What follows belongs to an exercise in optimizing a design on an open flow for small area, a short achievable clock period and few clock cycles; a production flow would make more cautious choices.
RTL that was checked went through simulation tests only; none was proved equivalent to the original.
No activity file was given, so power comes from the tool's default toggle rates.

== P ==
## Mips_Processor
module Mips_Processor (
    input             clk,
    input             rst,
    output     [15:0] mem_addr,
    output            mem_wr,
    output     [15:0] mem_wdata,
    input      [15:0] mem_rdata,
    output reg        wb_we,
    output reg [3:0]  wb_rd,
    output reg [15:0] wb_data
);
    localparam OP_ADD  = 4'd0,  OP_ADDM = 4'd1,  OP_SUB = 4'd2,  OP_ADDI = 4'd3;
    localparam OP_MUL  = 4'd4,  OP_AND  = 4'd5,  OP_SHL = 4'd6,  OP_LW   = 4'd7;
    localparam OP_LWI  = 4'd8,  OP_SW   = 4'd9,  OP_SWI = 4'd10, OP_CLR  = 4'd11;
    localparam OP_LI   = 4'd12, OP_CMP  = 4'd13, OP_BNE = 4'd14, OP_J    = 4'd15;
    function writes_reg(input [3:0] op);
        writes_reg = (op == OP_ADD) || (op == OP_ADDM) || (op == OP_SUB) || (op == OP_ADDI) ||
                     (op == OP_AND) || (op == OP_SHL) || (op == OP_LW) || (op == OP_LWI) ||
                     (op == OP_CLR) || (op == OP_LI);
    endfunction
    function uses_ba(input [3:0] op);
        uses_ba = (op == OP_ADDM) || (op == OP_LW) || (op == OP_LWI) || (op == OP_SW) || (op == OP_SWI);
    endfunction
    function is_load(input [3:0] op);
  ...
Size: about 3100 cells after synthesis, ~72 I/O pins.
Settings: LEC_CHECK=0, ABC_AREA=1, CAP_MARGIN=20, CORE_MARGIN=2, CORE_UTILIZATION=40, PLACE_DENSITY=0.6, SLEW_MARGIN=20; clock period 11.0 ns.
standard.sh (not shown) runs the stock make flow with config.mk's settings and CLKGATE_MAP_FILE= SYNTH_SCRIPT=/design/flow/synth_recipe.tcl, a recipe that flattens the netlist after the stock synthesis.
==> flow/flow/run.sh <==
#!/bin/bash
# Standard layout with extra make settings: a tighter timing-repair target,
# and the settings listed on the make line below.
set -euo pipefail
bash standard.sh 'SETUP_SLACK_MARGIN=7' 'BUFFER_PORTS_ARGS=-buffer_cell sky130_fd_sc_hd__buf_4' finish > flow_make.log 2>&1
Testbench counts of P, summed over its fixed seeds: cycles 23,254.
Edits applied to the flow inputs when going from P to Q:
--- a/flow/design.v
+++ b/flow/design.v
@@ -184,55 +184,64 @@
         if (rst_q || (wb_we && wb_rd == 4'd1))  x1  <= rst_q ? 16'd0 : wb_data;
         if (rst_q || (wb_we && wb_rd == 4'd2))  x2  <= rst_q ? 16'd0 : wb_data;
         if (rst_q || (wb_we && wb_rd == 4'd3))  x3  <= rst_q ? 16'd0 : wb_data;
         if (rst_q || (wb_we && wb_rd == 4'd4))  x4  <= rst_q ? 16'd0 : wb_data;
         if (rst_q || (wb_we && wb_rd == 4'd5))  x5  <= rst_q ? 16'd0 : wb_data;
         if (rst_q || (wb_we && wb_rd == 4'd6))  x6  <= rst_q ? 16'd0 : wb_data;
         if (rst_q || (wb_we && wb_rd == 4'd7))  x7  <= rst_q ? 16'd0 : wb_data;
         if (rst_q || (wb_we && wb_rd == 4'd8))  x8  <= rst_q ? 16'd0 : wb_data;
         if (rst_q || (wb_we && wb_rd == 4'd10)) x10 <= rst_q ? 16'd0 : wb_data;
         if (rst_q || (wb_we && wb_rd == 4'd11)) x11 <= rst_q ? 16'd0 : wb_data;
         if (rst_q || (wb_we && wb_rd == 4'd14)) x14 <= rst_q ? 16'd0 : wb_data;
         if (rst_q || (wb_we && wb_rd == 4'd15)) x15 <= rst_q ? 16'd0 : wb_data;
+        if (rst)
+            mcnt <= 3'd0;
+        else if (e_mulv && !freeze)
+            mcnt <= 3'd4;
+        else if (mcnt != 3'd0)
+            mcnt <= mcnt - 3'd1;
+        if (rst_q) begin
+            hi <= 16'd0;
+            lo <= 16'd0;
+        end else if (e_mulv && !freeze) begin
+            hi <= 16'd0;
+            lo <= f2;
+        end else if (mcnt != 3'd0) begin
+            {hi, lo} <= {mul_p, lo[15:4]};
+        end
+        if (e_mulv && !freeze) begin
+            mcand  <= f1;
+            mcand3 <= mcand3_n[17:0];
+        end
+        if (rst_q)
+            sr <= 4'd0;
+        else if (e_cmpv && !freeze)
+            sr <= e_sr;
         if (rst) begin
             pc <= 16'd0;
             tsel <= 1'b0;
             d_valid <= 1'b0;
             e_valid <= 1'b0;
             m_valid <= 1'b0;
             m_port <= 1'b0;
             m_asel <= 1'b0;
             a_t <= 1'b0;
             a_p <= 1'b1;
             m_wr <= 1'b0;
             m_ph1 <= 1'b0;
             wb_we <= 1'b0;
-            sr <= 4'd0;
-            hi <= 16'd0;
-            lo <= 16'd0;
-            mcnt <= 3'd0;
         end else begin
             wb_we   <= m_valid && m_wrr && !freeze;
             wb_rd   <= m_rd;
             wb_data <= m_result;
-            if (e_mulv && !freeze) begin
-                hi    <= 16'd0;
-                lo    <= f2;
-                mcand <= f1;
-                mcand3 <= mcand3_n[17:0];
-                mcnt  <= 3'd4;
-            end else if (mcnt != 3'd0) begin
-                {hi, lo} <= {mul_p, lo[15:4]};
-                mcnt <= mcnt - 3'd1;
-            end
             if (freeze) begin
                 m_ph1   <= 1'b0;
                 m_res   <= mem_rdata;
                 m_wr    <= m_swi;
                 e_v1    <= f1;
                 e_v2    <= f2;
                 e_fm1   <= 1'b0;
                 e_fm2   <= 1'b0;
                 e_fw1   <= 1'b0;
                 e_fw2   <= 1'b0;
                 e_fv1   <= 1'b1;
                 e_fv2   <= 1'b1;
@@ -240,26 +249,24 @@
                 m_valid <= e_valid;
                 m_rd    <= e_rd;
                 m_res   <= e_res;
                 m_s     <= f2;
                 m_port  <= e_valid && e_mem;
                 m_wr    <= e_valid && e_sw;
                 m_ph1   <= e_valid && e_two;
                 m_two   <= e_two;
                 m_swi   <= e_two && !e_wr;
                 m_ld    <= e_ld;
                 m_addm  <= e_addm;
                 m_wrr   <= e_wr;
-                if (e_cmpv)
-                    sr <= e_sr;
                 e_valid <= d_adv && !mis_e && (!d_bne || e_cmpv);
                 e_rd    <= d_dest;
                 e_fwd   <= d_fwd;
                 e_ldr   <= is_load(d_op) && real_rd(d_ir[11:8]);
                 e_v1    <= d_bne ? pc : d_ra;    
                 e_v2    <= d_rb;
                 e_imm   <= d_imm;
                 e_fm1   <= fm1_n;
                 e_fm2   <= fm2_n;
                 e_fw1   <= !fm1_n && fw1_n;
                 e_fw2   <= !fm2_n && fw2_n;
                 e_fv1   <= !fm1_n && !fw1_n;
## What came out
~same design area in Q and P
Q: first-pass GRT wire length is 0.54% lower than what P reported.
On depth of the worst register-to-register path, Q tracks P almost exactly.
Of Q and P, it is Q that has the lower total nets after synthesis.
[compare] base=P new=Q: maximum frequency now sits lower, wire length now sits at about the same level, synthesized-area fraction occupied by ao, oa, aoi and oai cells climbed 0.34 points, total power fell 0.067 mW.
Clock-pin slew reported for the worst setup and hold paths after clock tree synthesis essentially unchanged between P and Q.
In Q relative to P, non-clock inverter count in the final layout had gone up by a few percent.
Area after synthesis: Q vs P, no meaningful difference
Part of the power in the clock network in Q vs P: down 0.2 points
No functional check of the RTL was part of Q.


Setup of JK:
Another version of the RTL of Mips_Processor (not shown whole).
Size in the first run: ~470 flip-flops, roughly 72 I/O pins, ~27,000 um^2 of cells after synthesis.
Settings: LEC_CHECK=0, ABC_AREA=1, CAP_MARGIN=20, CORE_MARGIN=2, CORE_UTILIZATION=40, PLACE_DENSITY=0.6, SLEW_MARGIN=20; clock period 11.0 ns.
Scripts as last shown in full above: flow/flow/run.sh
Looking at the reports, JK completed the entire flow and the layout it produced met the timing, design-rule and antenna checks.
diff inputs: JK => MS
-- flow/design.v --
<<< JK, line 57
    reg         d_ba, d_rd1, d_rd2, d_isbne, d_hl;
    reg  [3:0]  d_r1, d_r2;
    reg         d_byp1, d_byp2;  
    reg         e_valid;
    reg  [3:0]  e_rd;
>>> MS, line 57
    reg         d_ba, d_rd1, d_rd2, d_isbne, d_hl;
    reg  [3:0]  d_r1, d_r2;
    reg         e_valid;
    reg  [3:0]  e_rd;
<<< JK, line 69
    reg         m_valid, m_port, m_wr, m_ph1, m_swi;
    reg         m_asel, a_t, a_p;
    reg         m_ld, m_addm, m_wrr;
    reg  [3:0]  m_rd;
    reg  [15:0] m_res, m_s;
>>> MS, line 68
    reg         m_valid, m_port, m_wr, m_ph1, m_swi;
    reg         m_asel, a_t, a_p;
    reg         m_two, m_ld, m_addm, m_wrr;
    reg  [3:0]  m_rd;
    reg  [15:0] m_res, m_s;
<<< JK, line 133
        endcase
    endfunction
    wire [15:0] d_ra    = d_byp1 ? wb_data : rf_rd(d_r1);
    wire [15:0] d_rb    = d_byp2 ? wb_data : rf_rd(d_r2);
    wire m_wreal  = m_valid && m_wrr && real_rd(m_rd);
    wire load_use = e_valid && e_ldr && ((d_rd1 && d_r1 == e_rd) || (d_rd2 && d_r2 == e_rd));
>>> MS, line 132
        endcase
    endfunction
    wire        wb_real = wb_we && real_rd(wb_rd);
    wire [15:0] d_ra    = (wb_real && wb_rd == d_r1) ? wb_data : rf_rd(d_r1);
    wire [15:0] d_rb    = (wb_real && wb_rd == d_r2) ? wb_data : rf_rd(d_r2);
    wire m_wreal  = m_valid && m_wrr && real_rd(m_rd);
    wire load_use = e_valid && e_ldr && ((d_rd1 && d_r1 == e_rd) || (d_rd2 && d_r2 == e_rd));
<<< JK, line 159
    wire [6:0]  f_hi   = ({7{f_lo[9]}} & f_hic) | ({7{!f_lo[9]}} & f_hin);
    wire [15:0] f_btgt = {f_hi, f_lo[8:0]};
    wire        take   = !m_port && (!d_valid || d_adv) && !mis_d && !mis_e;
    wire        tsel_n = !mis_e && !mis_d && (take ? (f_op == OP_BNE) : tsel);
    wire        masel_n = freeze || (e_valid && e_mem);
    wire        f_ba   = uses_ba(f_op);
    wire [3:0]  f_r1   = f_ba ? 4'd10 : mem_rdata[11:8];
    wire [3:0]  f_r2   = f_ba ? mem_rdata[11:8] : mem_rdata[7:4];
    wire        d_free = !d_valid || d_adv;
    wire        w_next = m_valid && m_wrr && !freeze && real_rd(m_rd);
    wire [3:0]  nd_r1  = d_free ? f_r1 : d_r1;
    wire [3:0]  nd_r2  = d_free ? f_r2 : d_r2;
    wire        f_rd1  = (f_op != OP_LI) && (f_op != OP_CLR) && (f_op != OP_BNE) && (f_op != OP_J);
    wire        f_rd2  = b_is_reg(f_op) || (f_op == OP_ADDM) || (f_op == OP_SW) || (f_op == OP_SWI);
>>> MS, line 159
    wire [6:0]  f_hi   = ({7{f_lo[9]}} & f_hic) | ({7{!f_lo[9]}} & f_hin);
    wire [15:0] f_btgt = {f_hi, f_lo[8:0]};
    wire        d_free = !d_valid || d_adv;      
    wire        take   = !m_port && d_free && !mis_d && !mis_e;
    wire        tsel_n = !mis_e && !mis_d && (take ? (f_op == OP_BNE) : tsel);
    wire        masel_n = freeze || (e_valid && e_mem);
    wire        f_ba   = uses_ba(f_op);
    wire        f_rd1  = (f_op != OP_LI) && (f_op != OP_CLR) && (f_op != OP_BNE) && (f_op != OP_J);
    wire        f_rd2  = b_is_reg(f_op) || (f_op == OP_ADDM) || (f_op == OP_SW) || (f_op == OP_SWI);
<<< JK, line 199
        if (rst_q || (wb_we && wb_rd == 4'd14)) x14 <= rst_q ? 16'd0 : wb_data;
        if (rst_q || (wb_we && wb_rd == 4'd15)) x15 <= rst_q ? 16'd0 : wb_data;
        d_byp1 <= w_next && (m_rd == nd_r1);
        d_byp2 <= w_next && (m_rd == nd_r2);
        if (rst)
            mcnt <= 3'd0;
>>> MS, line 194
        if (rst_q || (wb_we && wb_rd == 4'd14)) x14 <= rst_q ? 16'd0 : wb_data;
        if (rst_q || (wb_we && wb_rd == 4'd15)) x15 <= rst_q ? 16'd0 : wb_data;
        if (d_free) begin
            d_ir <= mem_rdata;
            d_ba <= f_ba;
            d_r1 <= f_ba ? 4'd10 : mem_rdata[11:8];
            d_r2 <= f_ba ? mem_rdata[11:8] : mem_rdata[7:4];
            d_rd1 <= f_rd1;
            d_rd2 <= f_rd2;
            d_isbne <= (f_op == OP_BNE);
            d_hl <= f_hl;
        end
        if (rst)
            mcnt <= 3'd0;
<<< JK, line 261
                m_wr    <= e_valid && e_sw;
                m_ph1   <= e_valid && e_two;
                m_swi   <= e_two && !e_wr;
                m_ld    <= e_ld;
>>> MS, line 264
                m_wr    <= e_valid && e_sw;
                m_ph1   <= e_valid && e_two;
                m_two   <= e_two;
                m_swi   <= e_two && !e_wr;
                m_ld    <= e_ld;
<<< JK, line 314
                        tgt <= f_btgt;
                    d_valid <= 1'b1;
                    d_ir <= mem_rdata;
                    d_ba <= f_ba;
                    d_r1 <= f_r1;
                    d_r2 <= f_r2;
                    d_rd1 <= f_rd1;
                    d_rd2 <= f_rd2;
                    d_isbne <= (f_op == OP_BNE);
                    d_hl <= f_hl;
                end
            end else if (d_adv) begin
>>> MS, line 318
                        tgt <= f_btgt;
                    d_valid <= 1'b1;
                end
            end else if (d_adv) begin
### Flow results
- Going from JK to MS, the global-route usage was found to have gone down by 0.28 points.
- MS against JK; number of well-tap cells placed is down slightly.
- MS — ratio of cells with drive above 1 in the final layout 0.73 points higher, JK as reference
- Between JK and MS, the sequential share of layout area does not differ in any meaningful way.
- Power in sequential cells: JK and MS compared, lower one is JK
- Compared to JK, the router laid down less metal wire for MS.
- Measured against each other, JK and MS differ in final critical-path required period, the higher figure coming from MS.
- Flops: MS fewer than JK
- MS has clock sink count below what JK had.
No run of this note included a check of the RTL's function; only the layout flow was run.

[what the ideal ports hide]
The results above use ideal ports. As a check the final layouts listed here were re-extracted and re-timed, cells and wires unchanged.
Step 1 sets driving cells, clkbuf_16 on the clock port and buf_2 on the other inputs (assumed; they add their load-dependent delay and slew).
Step 2 times the ports against the registers' clock, not the clock port: input delays grow and output delays shrink by t, the midpoint of the rising clock arrivals with the driver on.
a / b / c = ideal ports / drivers / drivers and shift; a / b = the first two.
run	t (ns)	setup slack, ns	latest minus earliest clock arrival (ns)	worst data-port slew with drivers (ns)	cell pins on the clock port's net
P	0.674	7.009 / 7.009 / 6.464	0.042 / 0.042	0.05	1
Q	0.686	6.980 / 6.980 / 6.498	0.074 / 0.074	0.04	1
JK	0.679	7.136 / 7.116 / 6.496	0.031 / 0.031	0.04	1
MS	0.678	7.046 / 7.005 / 6.532	0.027 / 0.027	0.03	1
After both steps setup and hold are still met in every run listed. The setup slack of JK, which loses most, moves by -0.020 ns with the drivers and by -0.640 ns with both steps.
